From an optimization exercise on the open Yosys and OpenROAD flow, aimed at small area; shortcuts taken in it are not production practice.
Where RTL was checked, it was by simulation tests only, not by an equivalence proof against the original.
Only the layout flow was run in run 2; the RTL was not checked for function there.

## flow/run.sh

```bash
#!/bin/bash
# synth_recipe.tcl (not shown) runs the flow's synth.tcl, then flattens the netlist and writes it again
# the make line also repeats each setting of config.mk as NAME=value (left out here)
make -C /OpenROAD-flow-scripts/flow DESIGN_CONFIG=/design/flow/config.mk WORK_HOME=/design/flow/orfs CLKGATE_MAP_FILE= SYNTH_SCRIPT=/design/flow/synth_recipe.tcl finish
```

## flow/config.mk

```make
export PLATFORM = sky130hd
export DESIGN_NAME = sqrt
export DESIGN_NICKNAME = sqrt
export VERILOG_FILES = /design/flow/design.v
export SDC_FILE = /design/flow/constraint.sdc
export NUM_CORES = 4
export LEC_CHECK = 0
export CAP_MARGIN = 20
export CORE_MARGIN = 2
export CORE_UTILIZATION = 50
export CTS_CLUSTER_DIAMETER = 50
export CTS_CLUSTER_SIZE = 10
export SETUP_SLACK_MARGIN = 0.1
export SLEW_MARGIN = 20
export SYNTH_HIERARCHICAL = 1
export SYNTH_MINIMUM_KEEP_SIZE = 0
```

## flow/constraint.sdc

```tcl
create_clock -name core_clock -period 15.0 [get_ports {CLK}]
set_input_delay 3.0000 -clock core_clock [delete_from_list [all_inputs] [get_ports {CLK}]]
set_output_delay 3.0000 -clock core_clock [all_outputs]
set_load 0.01 [all_outputs]
```

## flow/design.v

```verilog
module sqrt(input RESET, PREVIOUS, NEXT,CLK, input [31:0] N , input [31:0] DELTA , output [63:0] m);
    reg        done;
    reg [31:0] s;
    reg [31:0] A;
    reg [31:0] B;
    reg        o;
    reg [31:0] nq;       
    reg        pcn;
    reg        p2n;
    reg        nz;       
    reg [30:0] dh;       
    reg [4:0]  it;       
    reg [31:0] mr;
    assign m = {32'd0, mr};
    wire load   = PREVIOUS & NEXT;
    wire nxt    = NEXT & ~PREVIOUS;
    wire prv    = PREVIOUS & ~NEXT;
    wire active = load | ~done;
    wire [32:0] sum;
    wire [32:1] sk_c;
    genvar g;
    generate
        assign sum[0]  = 1'b0;    
        assign sk_c[1] = A[0] & B[0];
        for (g = 1; g < 32; g = g + 1) begin : add_hl
            sqrt_fa u_fa (.a(A[g]), .b(B[g]), .c(sk_c[g]), .s(sum[g]), .co(sk_c[g+1]));
        end
    endgenerate
    assign sum[32] = sk_c[32];
    wire cy17 = sk_c[17];
    wire [31:0] c   = sum[32:1];
    wire [15:0] x   = c[15:0];
    wire [15:0] xn  = ~x;
    wire pp1;
    wire pp2;
    wire pp3;
    wire pp4;
    wire pp5;
    wire pp6;
    wire pp7;
    wire pp8;
    wire pp9;
    wire pp10;
    wire pp11;
    wire pp12;
    wire pp13;
    wire pp14;
    wire pp15;
    wire pp16;
    wire pp17;
    wire pp18;
    wire pp19;
    wire pp20;
    wire pp21;
    wire pp22;
    wire pp23;
    wire pp24;
    wire pp25;
    wire pp26;
    wire pp27;
    wire pp28;
    wire pp29;
    wire pp30;
    wire pp31;
    wire pp32;
    wire pp33;
    wire pp34;
    wire pp35;
    wire pp36;
    wire pp37;
    wire pp38;
    wire pp39;
    wire pp40;
    wire pp41;
    wire pp42;
    wire pp43;
    wire pp44;
    wire pp45;
    wire pp46;
    wire pp47;
    wire pp48;
    wire pp49;
    wire pp50;
    wire pp51;
    wire pp52;
    wire pp53;
    wire pp54;
    wire pp55;
    wire pp56;
    wire pp57;
    wire pp58;
    wire pp59;
    wire pp60;
    wire pp61;
    wire pp62;
    wire pp63;
    wire pp64;
    wire pp65;
    wire pp66;
    wire pp67;
    wire pp68;
    wire pp69;
    wire pp70;
    wire pp71;
    wire pp72;
    wire pp73;
    wire pp74;
    wire pp75;
    wire pp76;
    wire pp77;
    wire pp78;
    wire pp79;
    wire pp80;
    wire pp81;
    wire pp82;
    wire pp83;
    wire pp84;
    wire pp85;
    wire pp86;
    wire pp87;
    wire pp88;
    wire pp89;
    wire pp90;
    wire pp91;
    wire pp92;
    wire pp93;
    wire pp94;
    wire pp95;
    wire pp96;
    wire pp97;
    wire pp98;
    wire pp99;
    wire pp100;
    wire pp101;
    wire pp102;
    wire pp103;
    wire pp104;
    wire pp105;
    wire pp106;
    wire pp107;
    wire pp108;
    wire pp109;
    wire pp110;
    wire pp111;
    wire pp112;
    wire pp113;
    wire pp114;
    wire pp115;
    wire pp116;
    wire pp117;
    wire pp118;
    wire pp119;
    wire pp120;
    wire hs121;
    wire hc122;
    wire hs123;
    wire hc124;
    wire hs125;
    wire hc126;
    wire fs127;
    wire fc128;
    wire hs129;
    wire hc130;
    wire fs131;
    wire fc132;
    wire hs133;
    wire hc134;
    wire fs135;
    wire fc136;
    wire fs137;
    wire fc138;
    wire hs139;
    wire hc140;
    wire fs141;
    wire fc142;
    wire fs143;
    wire fc144;
    wire hs145;
    wire hc146;
    wire fs147;
    wire fc148;
    wire fs149;
    wire fc150;
    wire fs151;
    wire fc152;
    wire fs153;
    wire fc154;
    wire fs155;
    wire fc156;
    wire fs157;
    wire fc158;
    wire fs159;
    wire fc160;
    wire fs161;
    wire fc162;
    wire fs163;
    wire fc164;
    wire fs165;
    wire fc166;
    wire fs167;
    wire fc168;
    wire fs169;
    wire fc170;
    wire fs171;
    wire fc172;
    wire fs173;
    wire fc174;
    wire fs175;
    wire fc176;
    wire hs177;
    wire hc178;
    wire hs179;
    wire hc180;
    wire fs181;
    wire fc182;
    wire hs183;
    wire hc184;
    wire fs185;
    wire fc186;
    wire hs187;
    wire hc188;
    wire fs189;
    wire fc190;
    wire fs191;
    wire fc192;
    wire fs193;
    wire fc194;
    wire fs195;
    wire fc196;
    wire fs197;
    wire fc198;
    wire fs199;
    wire fc200;
    wire fs201;
    wire fc202;
    wire fs203;
    wire fc204;
    wire fs205;
    wire fc206;
    wire fs207;
    wire fc208;
    wire fs209;
    wire fc210;
    wire fs211;
    wire fc212;
    wire fs213;
    wire fc214;
    wire fs215;
    wire fc216;
    wire fs217;
    wire fc218;
    wire fs219;
    wire fc220;
    wire fs221;
    wire fc222;
    wire fs223;
    wire fc224;
    wire fs225;
    wire fc226;
    wire fs227;
    wire fc228;
    wire fs229;
    wire fc230;
    wire fs231;
    wire fc232;
    wire fs233;
    wire fc234;
    wire fs235;
    wire fc236;
    wire fs237;
    wire fc238;
    wire fs239;
    wire fc240;
    wire fs241;
    wire fc242;
    wire fs243;
    wire fc244;
    wire fs245;
    wire fc246;
    wire fs247;
    wire fc248;
    wire fs249;
    wire fc250;
    wire fs251;
    wire fc252;
    wire hs253;
    wire hc254;
    wire hs255;
    wire hc256;
    wire fs257;
    wire fc258;
    wire fs259;
    wire fc260;
    wire fs261;
    wire fc262;
    wire fs263;
    wire fc264;
    wire fs265;
    wire fc266;
    wire fs267;
    wire fc268;
    wire fs269;
    wire fc270;
    wire fs271;
    wire fc272;
    wire fs273;
    wire fc274;
    wire fs275;
    wire fc276;
    wire fs277;
    wire fc278;
    wire fs279;
    wire fc280;
    wire fs281;
    wire fc282;
    wire fs283;
    wire fc284;
    wire fs285;
    wire fc286;
    wire fs287;
    wire fc288;
    wire fs289;
    wire fc290;
    wire fs291;
    wire fc292;
    wire fs293;
    wire fc294;
    wire fs295;
    wire fc296;
    wire fs297;
    wire fc298;
    wire fs299;
    wire fc300;
    wire fs301;
    wire fc302;
    wire hs303;
    wire hc304;
    wire hs305;
    wire hc306;
    wire fs307;
    wire fc308;
    wire hs309;
    wire hc310;
    wire fs311;
    wire fc312;
    wire fs313;
    wire fc314;
    wire fs315;
    wire fc316;
    wire fs317;
    wire fc318;
    wire fs319;
    wire fc320;
    wire fs321;
    wire fc322;
    wire fs323;
    wire fc324;
    wire fs325;
    wire fc326;
    wire fs327;
    wire fc328;
    wire fs329;
    wire fc330;
    wire fs331;
    wire fc332;
    wire fs333;
    wire fc334;
    wire fs335;
    wire fc336;
    wire fs337;
    wire fc338;
    wire fs339;
    wire fc340;
    wire fs341;
    wire fc342;
    wire fs343;
    wire fc344;
    wire fs345;
    wire fc346;
    wire fs347;
    wire fc348;
    wire fs349;
    wire fc350;
    wire fs351;
    wire fc352;
    wire fs353;
    wire fc354;
    wire fs355;
    wire fc356;
    wire fs357;
    wire fc358;
    wire fs359;
    wire fc360;
    wire fs361;
    wire fc362;
    wire fs363;
    wire fc364;
    wire cc365;
    wire cc366;
    wire cc367;
    wire cc368;
    wire cc369;
    wire cc370;
    wire cc371;
    wire cc372;
    wire cc373;
    wire cc374;
    wire cc375;
    wire cc376;
    wire cc377;
    wire cc378;
    wire cc379;
    wire cc380;
    wire cc381;
    wire cc382;
    wire cc383;
    wire cc384;
    wire cc385;
    wire cc386;
    wire cc387;
    wire cc388;
    wire cc389;
    wire cc390;
    wire cc391;
    wire cc392;
    wire cc393;
    wire cc394;
    wire cc395;
    wire cc396;
    assign pp1 = ~(x[0] & x[1]);
    assign pp2 = ~(x[0] & x[2]);
    assign pp3 = ~(x[0] & x[3]);
    assign pp4 = ~(x[0] & x[4]);
    assign pp5 = ~(x[0] & x[5]);
    assign pp6 = ~(x[0] & x[6]);
    assign pp7 = ~(x[0] & x[7]);
    assign pp8 = ~(x[0] & x[8]);
    assign pp9 = ~(x[0] & x[9]);
    assign pp10 = ~(x[0] & x[10]);
    assign pp11 = ~(x[0] & x[11]);
    assign pp12 = ~(x[0] & x[12]);
    assign pp13 = ~(x[0] & x[13]);
    assign pp14 = ~(x[0] & x[14]);
    assign pp15 = ~(x[0] & x[15]);
    assign pp16 = ~(x[1] & x[2]);
    assign pp17 = ~(x[1] & x[3]);
    assign pp18 = ~(x[1] & x[4]);
    assign pp19 = ~(x[1] & x[5]);
    assign pp20 = ~(x[1] & x[6]);
    assign pp21 = ~(x[1] & x[7]);
    assign pp22 = ~(x[1] & x[8]);
    assign pp23 = ~(x[1] & x[9]);
    assign pp24 = ~(x[1] & x[10]);
    assign pp25 = ~(x[1] & x[11]);
    assign pp26 = ~(x[1] & x[12]);
    assign pp27 = ~(x[1] & x[13]);
    assign pp28 = ~(x[1] & x[14]);
    assign pp29 = ~(x[1] & x[15]);
    assign pp30 = ~(x[2] & x[3]);
    assign pp31 = ~(x[2] & x[4]);
    assign pp32 = ~(x[2] & x[5]);
    assign pp33 = ~(x[2] & x[6]);
    assign pp34 = ~(x[2] & x[7]);
    assign pp35 = ~(x[2] & x[8]);
    assign pp36 = ~(x[2] & x[9]);
    assign pp37 = ~(x[2] & x[10]);
    assign pp38 = ~(x[2] & x[11]);
    assign pp39 = ~(x[2] & x[12]);
    assign pp40 = ~(x[2] & x[13]);
    assign pp41 = ~(x[2] & x[14]);
    assign pp42 = ~(x[2] & x[15]);
    assign pp43 = ~(x[3] & x[4]);
    assign pp44 = ~(x[3] & x[5]);
    assign pp45 = ~(x[3] & x[6]);
    assign pp46 = ~(x[3] & x[7]);
    assign pp47 = ~(x[3] & x[8]);
    assign pp48 = ~(x[3] & x[9]);
    assign pp49 = ~(x[3] & x[10]);
    assign pp50 = ~(x[3] & x[11]);
    assign pp51 = ~(x[3] & x[12]);
    assign pp52 = ~(x[3] & x[13]);
    assign pp53 = ~(x[3] & x[14]);
    assign pp54 = ~(x[3] & x[15]);
    assign pp55 = ~(x[4] & x[5]);
    assign pp56 = ~(x[4] & x[6]);
    assign pp57 = ~(x[4] & x[7]);
    assign pp58 = ~(x[4] & x[8]);
    assign pp59 = ~(x[4] & x[9]);
    assign pp60 = ~(x[4] & x[10]);
    assign pp61 = ~(x[4] & x[11]);
    assign pp62 = ~(x[4] & x[12]);
    assign pp63 = ~(x[4] & x[13]);
    assign pp64 = ~(x[4] & x[14]);
    assign pp65 = ~(x[4] & x[15]);
    assign pp66 = ~(x[5] & x[6]);
    assign pp67 = ~(x[5] & x[7]);
    assign pp68 = ~(x[5] & x[8]);
    assign pp69 = ~(x[5] & x[9]);
    assign pp70 = ~(x[5] & x[10]);
    assign pp71 = ~(x[5] & x[11]);
    assign pp72 = ~(x[5] & x[12]);
    assign pp73 = ~(x[5] & x[13]);
    assign pp74 = ~(x[5] & x[14]);
    assign pp75 = ~(x[5] & x[15]);
    assign pp76 = ~(x[6] & x[7]);
    assign pp77 = ~(x[6] & x[8]);
    assign pp78 = ~(x[6] & x[9]);
    assign pp79 = ~(x[6] & x[10]);
    assign pp80 = ~(x[6] & x[11]);
    assign pp81 = ~(x[6] & x[12]);
    assign pp82 = ~(x[6] & x[13]);
    assign pp83 = ~(x[6] & x[14]);
    assign pp84 = ~(x[6] & x[15]);
    assign pp85 = ~(x[7] & x[8]);
    assign pp86 = ~(x[7] & x[9]);
    assign pp87 = ~(x[7] & x[10]);
    assign pp88 = ~(x[7] & x[11]);
    assign pp89 = ~(x[7] & x[12]);
    assign pp90 = ~(x[7] & x[13]);
    assign pp91 = ~(x[7] & x[14]);
    assign pp92 = ~(x[7] & x[15]);
    assign pp93 = ~(x[8] & x[9]);
    assign pp94 = ~(x[8] & x[10]);
    assign pp95 = ~(x[8] & x[11]);
    assign pp96 = ~(x[8] & x[12]);
    assign pp97 = ~(x[8] & x[13]);
    assign pp98 = ~(x[8] & x[14]);
    assign pp99 = ~(x[8] & x[15]);
    assign pp100 = ~(x[9] & x[10]);
    assign pp101 = ~(x[9] & x[11]);
    assign pp102 = ~(x[9] & x[12]);
    assign pp103 = ~(x[9] & x[13]);
    assign pp104 = ~(x[9] & x[14]);
    assign pp105 = ~(x[9] & x[15]);
    assign pp106 = ~(x[10] & x[11]);
    assign pp107 = ~(x[10] & x[12]);
    assign pp108 = ~(x[10] & x[13]);
    assign pp109 = ~(x[10] & x[14]);
    assign pp110 = ~(x[10] & x[15]);
    assign pp111 = ~(x[11] & x[12]);
    assign pp112 = ~(x[11] & x[13]);
    assign pp113 = ~(x[11] & x[14]);
    assign pp114 = ~(x[11] & x[15]);
    assign pp115 = ~(x[12] & x[13]);
    assign pp116 = ~(x[12] & x[14]);
    assign pp117 = ~(x[12] & x[15]);
    assign pp118 = ~(x[13] & x[14]);
    assign pp119 = ~(x[13] & x[15]);
    assign pp120 = ~(x[14] & x[15]);
    assign hs121 = ~(pp15 ^ pp28);
    assign hc122 = pp15 | pp28;
    assign hs123 = ~(pp9 ^ pp22);
    assign hc124 = pp9 | pp22;
    assign hs125 = ~(pp10 ^ pp23);
    assign hc126 = pp10 | pp23;
    sqrt_fa u_fs127 (.a(pp11), .b(pp24), .c(pp36), .s(fs127), .co(fc128));
    assign hs129 = ~(pp47 ^ pp57);
    assign hc130 = pp47 | pp57;
    sqrt_fa u_fs131 (.a(pp12), .b(pp25), .c(pp37), .s(fs131), .co(fc132));
    assign hs133 = ~(pp48 ^ pp58);
    assign hc134 = pp48 | pp58;
    sqrt_fa u_fs135 (.a(pp13), .b(pp26), .c(pp38), .s(fs135), .co(fc136));
    sqrt_fa u_fs137 (.a(pp49), .b(pp59), .c(pp68), .s(fs137), .co(fc138));
    assign hs139 = ~(pp76 ^ xn[7]);
    assign hc140 = pp76 | xn[7];
    sqrt_fa u_fs141 (.a(pp14), .b(pp27), .c(pp39), .s(fs141), .co(fc142));
    sqrt_fa u_fs143 (.a(pp50), .b(pp60), .c(pp69), .s(fs143), .co(fc144));
    assign hs145 = ~(pp77 ^ nq[15]);
    assign hc146 = pp77 | nq[15];
    sqrt_fa u_fs147 (.a(pp40), .b(pp51), .c(pp61), .s(fs147), .co(fc148));
    sqrt_fa u_fs149 (.a(pp70), .b(pp78), .c(pp85), .s(fs149), .co(fc150));
    sqrt_fa u_fs151 (.a(xn[8]), .b(nq[16]), .c(hs121), .s(fs151), .co(fc152));
    sqrt_fa u_fs153 (.a(pp29), .b(pp41), .c(pp52), .s(fs153), .co(fc154));
    sqrt_fa u_fs155 (.a(pp62), .b(pp71), .c(pp79), .s(fs155), .co(fc156));
    sqrt_fa u_fs157 (.a(pp86), .b(nq[17]), .c(hc122), .s(fs157), .co(fc158));
    sqrt_fa u_fs159 (.a(pp42), .b(pp53), .c(pp63), .s(fs159), .co(fc160));
    sqrt_fa u_fs161 (.a(pp72), .b(pp80), .c(pp87), .s(fs161), .co(fc162));
    sqrt_fa u_fs163 (.a(pp93), .b(xn[9]), .c(nq[18]), .s(fs163), .co(fc164));
    sqrt_fa u_fs165 (.a(pp54), .b(pp64), .c(pp73), .s(fs165), .co(fc166));
    sqrt_fa u_fs167 (.a(pp81), .b(pp88), .c(pp94), .s(fs167), .co(fc168));
    sqrt_fa u_fs169 (.a(pp65), .b(pp74), .c(pp82), .s(fs169), .co(fc170));
    sqrt_fa u_fs171 (.a(pp89), .b(pp95), .c(pp100), .s(fs171), .co(fc172));
    sqrt_fa u_fs173 (.a(pp75), .b(pp83), .c(pp90), .s(fs173), .co(fc174));
    sqrt_fa u_fs175 (.a(pp84), .b(pp91), .c(pp97), .s(fs175), .co(fc176));
    assign hs177 = ~(pp5 ^ pp18);
    assign hc178 = pp5 | pp18;
    assign hs179 = ~(pp6 ^ pp19);
    assign hc180 = pp6 | pp19;
    sqrt_fa u_fs181 (.a(pp7), .b(pp20), .c(pp32), .s(fs181), .co(fc182));
    assign hs183 = ~(pp43 ^ xn[4]);
    assign hc184 = pp43 | xn[4];
    sqrt_fa u_fs185 (.a(pp8), .b(pp21), .c(pp33), .s(fs185), .co(fc186));
    assign hs187 = ~(pp44 ^ nq[9]);
    assign hc188 = pp44 | nq[9];
    sqrt_fa u_fs189 (.a(pp34), .b(pp45), .c(pp55), .s(fs189), .co(fc190));
    sqrt_fa u_fs191 (.a(xn[5]), .b(nq[10]), .c(hs123), .s(fs191), .co(fc192));
    sqrt_fa u_fs193 (.a(pp35), .b(pp46), .c(pp56), .s(fs193), .co(fc194));
    sqrt_fa u_fs195 (.a(nq[11]), .b(hc124), .c(hs125), .s(fs195), .co(fc196));
    sqrt_fa u_fs197 (.a(pp66), .b(xn[6]), .c(nq[12]), .s(fs197), .co(fc198));
    sqrt_fa u_fs199 (.a(hc126), .b(fs127), .c(hs129), .s(fs199), .co(fc200));
    sqrt_fa u_fs201 (.a(pp67), .b(nq[13]), .c(fc128), .s(fs201), .co(fc202));
    sqrt_fa u_fs203 (.a(hc130), .b(fs131), .c(hs133), .s(fs203), .co(fc204));
    sqrt_fa u_fs205 (.a(nq[14]), .b(fc132), .c(hc134), .s(fs205), .co(fc206));
    sqrt_fa u_fs207 (.a(fs135), .b(fs137), .c(hs139), .s(fs207), .co(fc208));
    sqrt_fa u_fs209 (.a(fc136), .b(fc138), .c(hc140), .s(fs209), .co(fc210));
    sqrt_fa u_fs211 (.a(fs141), .b(fs143), .c(hs145), .s(fs211), .co(fc212));
    sqrt_fa u_fs213 (.a(fc142), .b(fc144), .c(hc146), .s(fs213), .co(fc214));
    sqrt_fa u_fs215 (.a(fs147), .b(fs149), .c(fs151), .s(fs215), .co(fc216));
    sqrt_fa u_fs217 (.a(fc148), .b(fc150), .c(fc152), .s(fs217), .co(fc218));
    sqrt_fa u_fs219 (.a(fs153), .b(fs155), .c(fs157), .s(fs219), .co(fc220));
    sqrt_fa u_fs221 (.a(fc154), .b(fc156), .c(fc158), .s(fs221), .co(fc222));
    sqrt_fa u_fs223 (.a(fs159), .b(fs161), .c(fs163), .s(fs223), .co(fc224));
    sqrt_fa u_fs225 (.a(nq[19]), .b(fc160), .c(fc162), .s(fs225), .co(fc226));
    sqrt_fa u_fs227 (.a(fc164), .b(fs165), .c(fs167), .s(fs227), .co(fc228));
    sqrt_fa u_fs229 (.a(xn[10]), .b(nq[20]), .c(fc166), .s(fs229), .co(fc230));
    sqrt_fa u_fs231 (.a(fc168), .b(fs169), .c(fs171), .s(fs231), .co(fc232));
    sqrt_fa u_fs233 (.a(pp96), .b(pp101), .c(nq[21]), .s(fs233), .co(fc234));
    sqrt_fa u_fs235 (.a(fc170), .b(fc172), .c(fs173), .s(fs235), .co(fc236));
    sqrt_fa u_fs237 (.a(pp102), .b(pp106), .c(xn[11]), .s(fs237), .co(fc238));
    sqrt_fa u_fs239 (.a(nq[22]), .b(fc174), .c(fs175), .s(fs239), .co(fc240));
    sqrt_fa u_fs241 (.a(pp92), .b(pp98), .c(pp103), .s(fs241), .co(fc242));
    sqrt_fa u_fs243 (.a(pp107), .b(nq[23]), .c(fc176), .s(fs243), .co(fc244));
    sqrt_fa u_fs245 (.a(pp99), .b(pp104), .c(pp108), .s(fs245), .co(fc246));
    sqrt_fa u_fs247 (.a(pp111), .b(xn[12]), .c(nq[24]), .s(fs247), .co(fc248));
    sqrt_fa u_fs249 (.a(pp105), .b(pp109), .c(pp112), .s(fs249), .co(fc250));
    sqrt_fa u_fs251 (.a(pp110), .b(pp113), .c(pp115), .s(fs251), .co(fc252));
    assign hs253 = ~(pp3 ^ pp16);
    assign hc254 = pp3 | pp16;
    assign hs255 = ~(pp4 ^ pp17);
    assign hc256 = pp4 | pp17;
    sqrt_fa u_fs257 (.a(pp30), .b(xn[3]), .c(nq[6]), .s(fs257), .co(fc258));
    sqrt_fa u_fs259 (.a(pp31), .b(nq[7]), .c(hc178), .s(fs259), .co(fc260));
    sqrt_fa u_fs261 (.a(nq[8]), .b(hc180), .c(fs181), .s(fs261), .co(fc262));
    sqrt_fa u_fs263 (.a(fc182), .b(hc184), .c(fs185), .s(fs263), .co(fc264));
    sqrt_fa u_fs265 (.a(fc186), .b(hc188), .c(fs189), .s(fs265), .co(fc266));
    sqrt_fa u_fs267 (.a(fc190), .b(fc192), .c(fs193), .s(fs267), .co(fc268));
    sqrt_fa u_fs269 (.a(fc194), .b(fc196), .c(fs197), .s(fs269), .co(fc270));
    sqrt_fa u_fs271 (.a(fc198), .b(fc200), .c(fs201), .s(fs271), .co(fc272));
    sqrt_fa u_fs273 (.a(fc202), .b(fc204), .c(fs205), .s(fs273), .co(fc274));
    sqrt_fa u_fs275 (.a(fc206), .b(fc208), .c(fs209), .s(fs275), .co(fc276));
    sqrt_fa u_fs277 (.a(fc210), .b(fc212), .c(fs213), .s(fs277), .co(fc278));
    sqrt_fa u_fs279 (.a(fc214), .b(fc216), .c(fs217), .s(fs279), .co(fc280));
    sqrt_fa u_fs281 (.a(fc218), .b(fc220), .c(fs221), .s(fs281), .co(fc282));
    sqrt_fa u_fs283 (.a(fc222), .b(fc224), .c(fs225), .s(fs283), .co(fc284));
    sqrt_fa u_fs285 (.a(fc226), .b(fc228), .c(fs229), .s(fs285), .co(fc286));
    sqrt_fa u_fs287 (.a(fc230), .b(fc232), .c(fs233), .s(fs287), .co(fc288));
    sqrt_fa u_fs289 (.a(fc234), .b(fc236), .c(fs237), .s(fs289), .co(fc290));
    sqrt_fa u_fs291 (.a(fc238), .b(fc240), .c(fs241), .s(fs291), .co(fc292));
    sqrt_fa u_fs293 (.a(fc242), .b(fc244), .c(fs245), .s(fs293), .co(fc294));
    sqrt_fa u_fs295 (.a(nq[25]), .b(fc246), .c(fc248), .s(fs295), .co(fc296));
    sqrt_fa u_fs297 (.a(xn[13]), .b(nq[26]), .c(fc250), .s(fs297), .co(fc298));
    sqrt_fa u_fs299 (.a(pp114), .b(pp116), .c(nq[27]), .s(fs299), .co(fc300));
    sqrt_fa u_fs301 (.a(pp117), .b(pp118), .c(xn[14]), .s(fs301), .co(fc302));
    assign hs303 = ~(xn[0] ^ nq[0]);
    assign hc304 = xn[0] | nq[0];
    assign hs305 = ~(nq[1] ^ p2n);
    assign hc306 = nq[1] | p2n;
    sqrt_fa u_fs307 (.a(pp1), .b(xn[1]), .c(nq[2]), .s(fs307), .co(fc308));
    assign hs309 = ~(pp2 ^ nq[3]);
    assign hc310 = pp2 | nq[3];
    sqrt_fa u_fs311 (.a(xn[2]), .b(nq[4]), .c(hs253), .s(fs311), .co(fc312));
    sqrt_fa u_fs313 (.a(nq[5]), .b(hc254), .c(hs255), .s(fs313), .co(fc314));
    sqrt_fa u_fs315 (.a(hs177), .b(hc256), .c(fs257), .s(fs315), .co(fc316));
    sqrt_fa u_fs317 (.a(hs179), .b(fc258), .c(fs259), .s(fs317), .co(fc318));
    sqrt_fa u_fs319 (.a(hs183), .b(fc260), .c(fs261), .s(fs319), .co(fc320));
    sqrt_fa u_fs321 (.a(hs187), .b(fc262), .c(fs263), .s(fs321), .co(fc322));
    sqrt_fa u_fs323 (.a(fs191), .b(fc264), .c(fs265), .s(fs323), .co(fc324));
    sqrt_fa u_fs325 (.a(fs195), .b(fc266), .c(fs267), .s(fs325), .co(fc326));
    sqrt_fa u_fs327 (.a(fs199), .b(fc268), .c(fs269), .s(fs327), .co(fc328));
    sqrt_fa u_fs329 (.a(fs203), .b(fc270), .c(fs271), .s(fs329), .co(fc330));
    sqrt_fa u_fs331 (.a(fs207), .b(fc272), .c(fs273), .s(fs331), .co(fc332));
    sqrt_fa u_fs333 (.a(fs211), .b(fc274), .c(fs275), .s(fs333), .co(fc334));
    sqrt_fa u_fs335 (.a(fs215), .b(fc276), .c(fs277), .s(fs335), .co(fc336));
    sqrt_fa u_fs337 (.a(fs219), .b(fc278), .c(fs279), .s(fs337), .co(fc338));
    sqrt_fa u_fs339 (.a(fs223), .b(fc280), .c(fs281), .s(fs339), .co(fc340));
    sqrt_fa u_fs341 (.a(fs227), .b(fc282), .c(fs283), .s(fs341), .co(fc342));
    sqrt_fa u_fs343 (.a(fs231), .b(fc284), .c(fs285), .s(fs343), .co(fc344));
    sqrt_fa u_fs345 (.a(fs235), .b(fc286), .c(fs287), .s(fs345), .co(fc346));
    sqrt_fa u_fs347 (.a(fs239), .b(fc288), .c(fs289), .s(fs347), .co(fc348));
    sqrt_fa u_fs349 (.a(fs243), .b(fc290), .c(fs291), .s(fs349), .co(fc350));
    sqrt_fa u_fs351 (.a(fs247), .b(fc292), .c(fs293), .s(fs351), .co(fc352));
    sqrt_fa u_fs353 (.a(fs249), .b(fc294), .c(fs295), .s(fs353), .co(fc354));
    sqrt_fa u_fs355 (.a(fs251), .b(fc296), .c(fs297), .s(fs355), .co(fc356));
    sqrt_fa u_fs357 (.a(fc252), .b(fc298), .c(fs299), .s(fs357), .co(fc358));
    sqrt_fa u_fs359 (.a(nq[28]), .b(fc300), .c(fs301), .s(fs359), .co(fc360));
    sqrt_fa u_fs361 (.a(pp119), .b(nq[29]), .c(fc302), .s(fs361), .co(fc362));
    sqrt_fa u_fs363 (.a(pp120), .b(xn[15]), .c(nq[30]), .s(fs363), .co(fc364));
    assign cc365 = pcn | hs303;
    assign cc366 = (hc304 & hs305) | (hc304 & cc365) | (hs305 & cc365);
    assign cc367 = (hc306 & fs307) | (hc306 & cc366) | (fs307 & cc366);
    assign cc368 = (fc308 & hs309) | (fc308 & cc367) | (hs309 & cc367);
    assign cc369 = (hc310 & fs311) | (hc310 & cc368) | (fs311 & cc368);
    assign cc370 = (fc312 & fs313) | (fc312 & cc369) | (fs313 & cc369);
    assign cc371 = (fc314 & fs315) | (fc314 & cc370) | (fs315 & cc370);
    assign cc372 = (fc316 & fs317) | (fc316 & cc371) | (fs317 & cc371);
    assign cc373 = (fc318 & fs319) | (fc318 & cc372) | (fs319 & cc372);
    assign cc374 = (fc320 & fs321) | (fc320 & cc373) | (fs321 & cc373);
    assign cc375 = (fc322 & fs323) | (fc322 & cc374) | (fs323 & cc374);
    assign cc376 = (fc324 & fs325) | (fc324 & cc375) | (fs325 & cc375);
    assign cc377 = (fc326 & fs327) | (fc326 & cc376) | (fs327 & cc376);
    assign cc378 = (fc328 & fs329) | (fc328 & cc377) | (fs329 & cc377);
    assign cc379 = (fc330 & fs331) | (fc330 & cc378) | (fs331 & cc378);
    assign cc380 = (fc332 & fs333) | (fc332 & cc379) | (fs333 & cc379);
    assign cc381 = (fc334 & fs335) | (fc334 & cc380) | (fs335 & cc380);
    assign cc382 = (fc336 & fs337) | (fc336 & cc381) | (fs337 & cc381);
    assign cc383 = (fc338 & fs339) | (fc338 & cc382) | (fs339 & cc382);
    assign cc384 = (fc340 & fs341) | (fc340 & cc383) | (fs341 & cc383);
    assign cc385 = (fc342 & fs343) | (fc342 & cc384) | (fs343 & cc384);
    assign cc386 = (fc344 & fs345) | (fc344 & cc385) | (fs345 & cc385);
    assign cc387 = (fc346 & fs347) | (fc346 & cc386) | (fs347 & cc386);
    assign cc388 = (fc348 & fs349) | (fc348 & cc387) | (fs349 & cc387);
    assign cc389 = (fc350 & fs351) | (fc350 & cc388) | (fs351 & cc388);
    assign cc390 = (fc352 & fs353) | (fc352 & cc389) | (fs353 & cc389);
    assign cc391 = (fc354 & fs355) | (fc354 & cc390) | (fs355 & cc390);
    assign cc392 = (fc356 & fs357) | (fc356 & cc391) | (fs357 & cc391);
    assign cc393 = (fc358 & fs359) | (fc358 & cc392) | (fs359 & cc392);
    assign cc394 = (fc360 & fs361) | (fc360 & cc393) | (fs361 & cc393);
    assign cc395 = (fc362 & fs363) | (fc362 & cc394) | (fs363 & cc394);
    assign cc396 = (nq[31] & fc364) | (nq[31] & cc395) | (fc364 & cc395);
    wire big = (|A[31:17]) | (|B[31:17]) | cy17;
    wire gt  = big | ((~(cc396)) & ~nz);
    wire [31:0] dpre  = load ? DELTA : {1'b0, dh};
    wire [31:0] duse  = RESET ? 32'd1 : {1'b0, dpre[31:1]};
    wire [4:0] itpre = load ? 5'd1 : it;
    reg  [31:0] sw;
    reg         p1, z1;
    integer i;
    always @* begin
        sw[0] = N[0] ^ load;
        p1 = 1'b1;
        z1 = 1'b1;
        for (i = 1; i < 32; i = i + 1) begin
            sw[i] = N[i] ^ ((nxt & p1) | ((prv | (load & ~N[0])) & z1));
            p1 = p1 & N[i];
            z1 = z1 & ~N[i];
        end
    end
    wire [31:0] b = load ? u : RESET ? 32'd1 : s;
    localparam K = 22;
    wire [31:0] a;
    wire [32:0] a_c;
    wire [31:0] dx = duse ^ {32{~nxt}};
    wire [31:K] t;
    wire [32:K] t_c;
    wire [32:K] t_p;
    assign a_c[0] = ~nxt;
    generate
        for (g = 0; g < K; g = g + 1) begin : add_a
            sqrt_fa u_fa (.a(b[g]), .b(dx[g]), .c(a_c[g]), .s(a[g]), .co(a_c[g+1]));
        end
        sqrt_ha u_ha (.a(b[K]), .b(dx[K]), .s(t[K]), .co(t_c[K+1]));
        for (g = K + 1; g < 32; g = g + 1) begin : add_t
            sqrt_fa u_fa (.a(b[g]), .b(dx[g]), .c(t_c[g]), .s(t[g]), .co(t_c[g+1]));
        end
        assign t_p[K] = 1'b1;
        for (g = K; g < 32; g = g + 1) begin : inc_t
            assign a[g]     = t[g] ^ (a_c[K] & t_p[g]);
            assign t_p[g+1] = t_p[g] & t[g];
        end
    endgenerate
    reg [31:0] u;
    reg        q0;
    integer j;
    always @* begin
        u[0] = N[0] ^ nxt;
        q0 = (nxt & N[0]) | load;
        for (j = 1; j < 32; j = j + 1) begin
            u[j] = N[j] ^ q0;
            q0 = q0 & N[j];
        end
    end
    always @(posedge CLK) begin
        nq <= u;
        pcn <= ~prv;
        p2n <= ~load;
        nz <= (prv & ~|N) | (load & q0);
        dh <= dpre[31:1];
        it <= {itpre[3:0], itpre[4] ^ itpre[2]};
        if (NEXT | PREVIOUS) begin
            s  <= sw;
        end
        if (active) begin
            done <= RESET | (itpre == 5'b10001);    
            mr   <= RESET ? 32'd1 : c;
            if (NEXT | PREVIOUS) begin
                A <= a;
                B <= b;
                o <= nxt;
            end else if (gt == o) begin
                A <= c;
            end else begin
                B <= c;
            end
        end
    end
endmodule
module sqrt_fa(input a, b, c, output s, co);
    assign s  = a ^ b ^ c;
    assign co = (a & b) | (a & c) | (b & c);
endmodule
module sqrt_ha(input a, b, output s, co);
    assign s  = a ^ b;
    assign co = a & b;
endmodule
```

==> impl_results.md, run 1 <==
* CP max stage cell: clkdlybuf4s50_1
* Share of cells above drive strength 1 at 5.076%
* DRT Pass-1 Iters at 5
* Worst Max-Slew Pin Slew at 0.9576 ns
* Syn_area_per_cell at roughly 10 µm²
* Die area at a little under 30000 µm²
* Buf/Inv on CP at 1
* Hold_buf cts at 0
* Post-Layout Cell Count at 1816
* Starting Density at 50.67%
* Inserted Diodes at 0
* Clock Pin Slew Worst Setup and Hold Paths at 0.09 ns
* Setup ws final at 0.8710 ns
* Sequential element share of the synthesized area at 37.69%
* Setup violations, final at 0
* Largest net degree at the start of global routing at 76
* Fmax at 0.07078 GHz
* Top Ports at 132
* Worst hold-check path type: reg -> reg
* Layout Nets at 1710
* Reg2reg path depth at 34
* CTS tree: done
* Clk sinks at 200
* TNS Setup at 0 ns
* Clock root buffer: clkbuf_16
* TritonCTS Buffers at 17
* Core ar. at 27780 µm²
* Hold Crit Depth at 2
* Port bufs at 98
* Most frequent cells in the layout: nand2_1 (354), fa_1 (168), edfxtp_1 (130)
* WL final at 35900 µm
* Synth top area cells: edfxtp_1 (28%), fa_1 (24%), dfxtp_1 (10%)
* Vias per cell at 5.434
* Bufs on Longest Clock Path at 2
* Post-DP HPWL at about 27000 µm
* Via count at 9868
* Row count at 61
* Synth Flop Type: edfxtp_1
* Clock skew at 0.02393 ns
* Slowest stage delay, CP at 0.59 ns
* Asr flop ratio synth at 0%
* Avg WL per Cell at 19.77 µm
* Final Wtd Congestion at 0.8591
* Dpl ws at 0.4831 ns
* Total grt overflow at 0
* Die height at around 170 µm
* H-tree depth at 4
* CP startpoint kind: input pin
* Max FO, Critical Path at 7
* Post-synth cell types at 66
* Max-Cap Viols at 0
* Final Hold Viols at 0
* Yosys Warn Count at 7
* Mapped Area at 14080 µm²
* Final worst path period share at between 90 and 100%
* Fin crit period at approximately 14 ns
* Req. time, crit path at 15.22 ns
* Worst-skew pair later-pin latency at roughly 0.45 ns
* Placed Cells at between 1500 and 2000
* Antenna violations before repair at 0
* Normalized max-slew margin at around 36%
* Initial DRC count at between 700 and 800
* Synth-to-Final Area Change at 13.03%
* RSZ-0062 raised after global routing: no
* Die Wd at between 150 and 200 µm
* Post-CTS Setup Inserts at 0
* Final max-slew violation count at 0
* Outcome: timing/DRC/antenna clean
* First-pass GRT wire length at 56360 µm
* Syn Inst Count at 1358
* Layout Utilization at 57.27%
* Post_cts resized at 0
* Most common cell after layout, fill and taps aside: nand2_1
* Class of the most critical setup path: in -> reg
* Number of synthesized flops with an enable pin at 130
* CP endpoint kind: flip-flop
* Synth area leader: edfxtp_1
* Yosys top cell area share at between 20% and 30%
* Antenna viol nets, final at 0
* Residual DRC count at 0
* Global-route usage over all layers at 25.76%
* CP top delay family: adder cells
* Vias in the first global route at 9834
* Worst path arrival time at 14.35 ns
* Synthesis-stage register bit count at 200
* Most frequent CP cell: fa_1
* CP Depth at 33
## routing by layer
metal | track usage (%) | up-vias | part of all wire, %
met4 | 7.526 | 0 | 2.2
met2 | 39.41 | 352 | 45
met1 | 38.11 | 4867 | 47
met3 | 4.073 | 45 | 6.4
met5 | 0 | - | 0
li1 | - | 4604 | -
## final cells by class
cell class              instances  area [µm²]
fillers                      2476       11870
multi-input cells            1039        8223
flip-flops and latches        200        5305
repair buffers                114        1096
well taps                     378       473.0
clock buffers                  17       425.4
inverters                      53       201.4
clock inverters                15       186.4
## sequential cells by signal, summed over array words and instances, names as in the netlist
signal  count
nq         32
p2n         1
s          32
dh         30
nz          1
o           1
it          5
pcn         1
A          32
B          32
mr         32
done        1
## worst min-delay path: stages, from the launching register on
cell,delay (ns)
dfxtp_1,0.30
nand2_1,0.05
nand2_1,0.06
## worst paths after layout
kind | from | endpoint | slack [ns]
worst max-delay path | NEXT | A[30] | 0.87
worst min-delay path | dh[10] | dh[9] | 0.45
worst max register to register | A[0] | B[30] | 1.33
worst min register to register | dh[10] | dh[9] | 0.45
## per-module statistics from Yosys, one instance, submodules excluded
module   flops+latches  cell area (µm²)  cells  copies in the design
sqrt               200            10700   1189                     1
sqrt_fa              0            20.02      1                   168
sqrt_ha              0            12.51      1                     1
## Yosys cell counts, types with 2 or more instances
library cell and count:
xnor2_1 51, o21ai_0 27, nand2b_1 4, maj3_1 4, inv_2 2, and3b_1 2
and2_1 18, buf_1 12, inv_1 47, dfxtp_1 70, mux2i_1 2, o311ai_0 2
and3_1 10, nand4_1 6, a41oi_1 2, nand2_1 356, clkinv_1 4, edfxtp_1 130
nor2b_1 20, a21oi_1 21, ha_1 49, buf_4 33, clkbuf_1 51, nand3_1 39
o21a_1 2, fa_1 168, o22a_1 2, a222oi_1 2, xor2_1 17, a31oi_1 35
nor2_1 86, a211oi_1 3, nand4bb_4 2, or2_2 4, nand3b_1 5, nor3_1 14
o22ai_1 8, a22oi_1 5, nor4_1 12, or3_1 5
## kinds of logic (layout without fill, tap and decap cells)
group / count (synthesis) / count (layout) / share of synthesized area (%)
and+or+nand+nor: 594 / 594 / 18.81
xor gates and xnor gates: 68 / 68 / 4.231
muxes: 2 / 2 / 0.1422
adders and majority gates: 221 / 221 / 28.53
buffers and inverters: 150 / 199 / 4.933
AOI/OAI and AO/OA: 122 / 122 / 5.636
DFF: 200 / 200 / 37.69
other: 1 / 32 / 0.02664
## through the flow
stage               area [µm²]  hold slack [ns]
floorplan                14190           0.4107
global placement         15290           0.4253
detailed placement       15290           0.4324
CTS                      15910           0.4520
global route             15910           0.4612
finish                   15910           0.4452
==> run 2: changes to the inputs <==
==> flow/design.v (replaced) <==
module sqrt(input RESET, PREVIOUS, NEXT,CLK, input [31:0] N , input [31:0] DELTA , output reg [63:0] m);
    reg done;    
    reg [31:0] sqrt;
    reg [31:0] h;
    reg [31:0] l;
    reg [31:0] n;
    reg [31:0] delta;
    reg [4:0]  iterations;
    reg [63:0] current_sqrt;
    always @(posedge CLK) begin
        if(PREVIOUS && NEXT) begin
            n = N;
            delta = DELTA;    
            iterations = 0;
            done = 0;
            sqrt = n;
        end
        if(~done) begin
        current_sqrt = (h + l)/2;
        if(delta >= 0) begin
            if(current_sqrt * current_sqrt > n) begin
                    h = current_sqrt;
                    n = N; 
                    delta = delta / 2;
            end else begin
                    l = current_sqrt;
                    n = N; 
                    delta = delta / 2;    
            end
        end
        if(iterations == 17) begin
            done = 1;
            iterations = 0;
        end
        if(RESET) begin
            sqrt = 1;
            done = 1;
            delta = 1;
            current_sqrt = 1;
        end
             if(NEXT) begin
             h = sqrt + delta;
             l = sqrt;
             n = n+1;
             delta = delta;
             sqrt = (n+1);
        end
        if(PREVIOUS) begin
            h = sqrt;
            l = sqrt - delta;
            n = n - 1;
            delta = delta;
            sqrt = (n-1);
        end
         m = current_sqrt; 
         iterations = iterations +1; 
       end
    end
endmodule
--- a/flow/config.mk
+++ b/flow/config.mk
@@ -12,5 +12,2 @@
 export CTS_CLUSTER_SIZE = 10
-export SETUP_SLACK_MARGIN = 0.1
 export SLEW_MARGIN = 20
-export SYNTH_HIERARCHICAL = 1
-export SYNTH_MINIMUM_KEEP_SIZE = 0
==> run 2 against run 1 <==
- clock skew hardly changed
- setup slack worse by 0.012 ns
- clock-buffer cell count is 4 higher
- non-clock buffer count is 74 higher
- synthesized cell count grew to 4.2 times the previous value
- die area rose to 3.4 times the previous value
==> impl_results.md, run 2 <==
* Reg2reg path depth at 42
* Post-synth cell types at 106
* Vias in the first global route at 39910
* Syn_area_per_cell at around 8.5 µm²
* Worst path arrival time at 14.35 ns
* Vias per cell at 5.709
* Register area at 4905 µm²
* Die area at a little under 100000 µm²
* Placed Cells at approximately 6900
* Final Wtd Congestion at approximately 0.94
* Worst hold slack at 0.4500 ns
* Avg WL per Cell at ~22 µm
* Normalized max-slew margin at around 22%
* H-tree depth at 4
* TNS Setup at 0 ns
* Post_cts resized at 0
* Worst-skew pair later-pin latency at 0.53 ns
* Largest net degree at the start of global routing at 84
* Yosys top cell area share at between 30% and 40%
* Fmax at 0.07072 GHz
* Residual DRC count at 0
* CP endpoint kind: flip-flop
* Bufs on Longest Clock Path at 2
* Port bufs at 98
* Most frequent CP cell: fa_1
* First-pass GRT wire length at 236200 µm
* Fin crit period at about 14 ns
* Asr flop ratio synth at 0%
* Final Hold Viols at 0
* Synth Flop Type: dfxtp_1
* Most frequent cell after synthesis: inv_1
* Hold Crit Depth at 2
* Global-route usage over all layers at a little under a third
* Clock root buffer: clkbuf_16
* Max-Cap Viols at 0
* Row count at 113
* Starting Density at 50.57%
* Post-Layout Cell Count at 6900
* Post-CTS Setup Inserts at 0
* Hold_buf cts at 0
* Final worst path period share at a little over nine tenths
* Clk sinks at 197
* Filler cells at 9164
* Top cells by count, synth: inv_1 (1067), fa_1 (807), nand2_1 (570)
* Die Wd at 314.5 µm
* Worst reg2reg setup slack at 0.86 ns
* TritonCTS Buffers at 17
* Clock Pin Slew Worst Setup and Hold Paths at 0.09 ns
* Antenna viol nets, final at 0
* DRT Pass-1 Iters at 5
* Worst Max-Slew Pin Slew at 1.161 ns
* Layout Nets at 6894
* Most common cell after layout, fill and taps aside: inv_1
* RSZ-0062 raised after global routing: no
* Syn Inst Count at about 5700
* Mapped Area at 48190 µm²
* Most frequent cells in the layout: inv_1 (1067), fa_1 (807), nand2_1 (569)
* CP startpoint kind: flip-flop
* Synth-to-Final Area Change at 6.060%
* Outcome: timing/DRC/antenna clean
* Req. time, crit path at 15.20 ns
* Total grt overflow at 0
* Synth top area cells: fa_1 (34%), ha_1 (10%), inv_1 (8.3%)
* Worst hold-check path type: reg -> reg
* Antenna violations before repair at 3
* Max FO, Critical Path at 32
* Die height at 314.5 µm
* Multi-input logic area at 38290 µm²
* Yosys Warn Count at 1
* Core ar. at 95290 µm²
* Post-DP HPWL at between 100000 and 150000 µm
* Initial DRC count at 3042
* CTS tree: done
* Synth area leader: fa_1
* Inserted Diodes at 0
* WL final at 151600 µm
* Via count at 39390
* Sequential element share of the synthesized area at 10.18%
* Class of the most critical setup path: reg -> reg
* CP max stage cell: inv_1
* Clock skew at between 0.02 and 0.025 ns
* Slowest stage delay, CP at between 0.6 and 0.7 ns
* Number of synthesized flops with an enable pin at between 90 and 100
* Top Ports at ~130
* Final max-slew violation count at 0
* Setup violations, final at 0
* Share of cells above drive strength 1 at 5.200%
* Synthesis-stage register bit count at 197
==> run 2: changes by cell type in the layout (fill, tap and decap cells not counted), moves of 163 or more <==
cell,delta
nand2_1,+215
ha_1,+348
inv_1,+1020
nor2_1,+413
a21oi_1,+319
fa_1,+639
o21ai_0,+163
==> run 2: final cells by class <==
cell class	count	share of cell area, %
well taps	1265	3.097
inverters	1081	7.944
flip-flops and latches	197	9.596
multi-input cells	4137	74.91
clock buffers	21	0.9425
repair buffers	188	3.266
clock inverters	11	0.2448
==> run 2: cells by family (layout without fill, tap and decap cells) <==
logic type                 after synthesis  after routing  synth area share [%]
adders and majority gates             1204           1204                 43.83
xor gates and xnor gates               293            293                 5.401
other                                    1             32              0.007782
and+or+nand+nor                       1591           1591                 15.47
DFF                                    197            197                 10.18
AOI/OAI and AO/OA                      945            945                 12.35
muxes                                   72             72                 1.633
buffers and inverters                 1381           1301                 11.14
==> run 2: per-stage QoR <==
| step | utilization [%] | worst slack [ns] | area (µm²) |
|---|---|---|---|
| after floorplan | - | 1.015 | 48310 |
| after global placement | 53.00 | 0.9318 | 50500 |
| after detailed placement | 53.00 | 0.9640 | 50500 |
| after CTS | 53.63 | 0.8863 | 51110 |
| after global routing | 53.63 | 0.1536 | 51110 |
| final | 53.63 | 0.8590 | 51110 |
==> run 2: per-layer routing <==
| metal | GRT usage, % | up-vias | routed length (µm) |
|---|---|---|---|
| met4 | 11.17 | 2 | 5967 |
| met5 | 0 | - | 13 |
| li1 | - | 18080 | - |
| met2 | 50.52 | 1427 | 69540 |
| met3 | 4.835 | 244 | 11120 |
| met1 | 43.57 | 19640 | 64990 |
==> run 2: worst paths after layout <==
check                 from  endpoint
setup / recovery      h[0]      l[6]
hold reg to reg   sqrt[24]  sqrt[24]
hold / removal    sqrt[24]  sqrt[24]
setup reg to reg      h[0]      l[6]
==> run 2: worst max-delay path, delay by kind of cell, from the launching register on <==
| family | cells | cell delay, ns |
|---|---|---|
| fa+ha+maj | 11 | 5.26 |
| compound gates | 11 | 3.08 |
| simple gates | 12 | 2.84 |
| buf+inv | 6 | 1.59 |
| xor+xnor | 2 | 0.57 |
| flops | 1 | 0.40 |

-- re-timing with driven ports --
Ports are ideal in the flow. The routed layouts listed here were re-timed in OpenROAD.
Step 1 (the two cells are an assumption about what drives the block):
set clk [get_ports {CLK}]
set_driving_cell -lib_cell sky130_fd_sc_hd__clkbuf_16 $clk
set_driving_cell -lib_cell sky130_fd_sc_hd__buf_2 [delete_from_list [all_inputs] $clk]
Step 2 times the ports against the registers' clock, not the clock port: input delays grow and output delays shrink by t, the midpoint of the rising clock arrivals with the driver on.
Slacks: no drivers / after step 1 / after step 2; pairs: no drivers / after step 1.
run	t (ns)	slack for setup (ns)	hold slack, ns	worst slew at a driven data input, ns
run 1	0.490	0.871 / 0.897 / 0.407	0.445 / 0.445 / 0.445	0.05
run 2	0.581	0.859 / 0.859 / 0.859	0.450 / 0.450 / 0.450	0.06
After both steps every run listed still meets setup and hold. The setup slack of run 1, which loses most, moves by +0.026 ns with the drivers and by -0.464 ns with both steps.
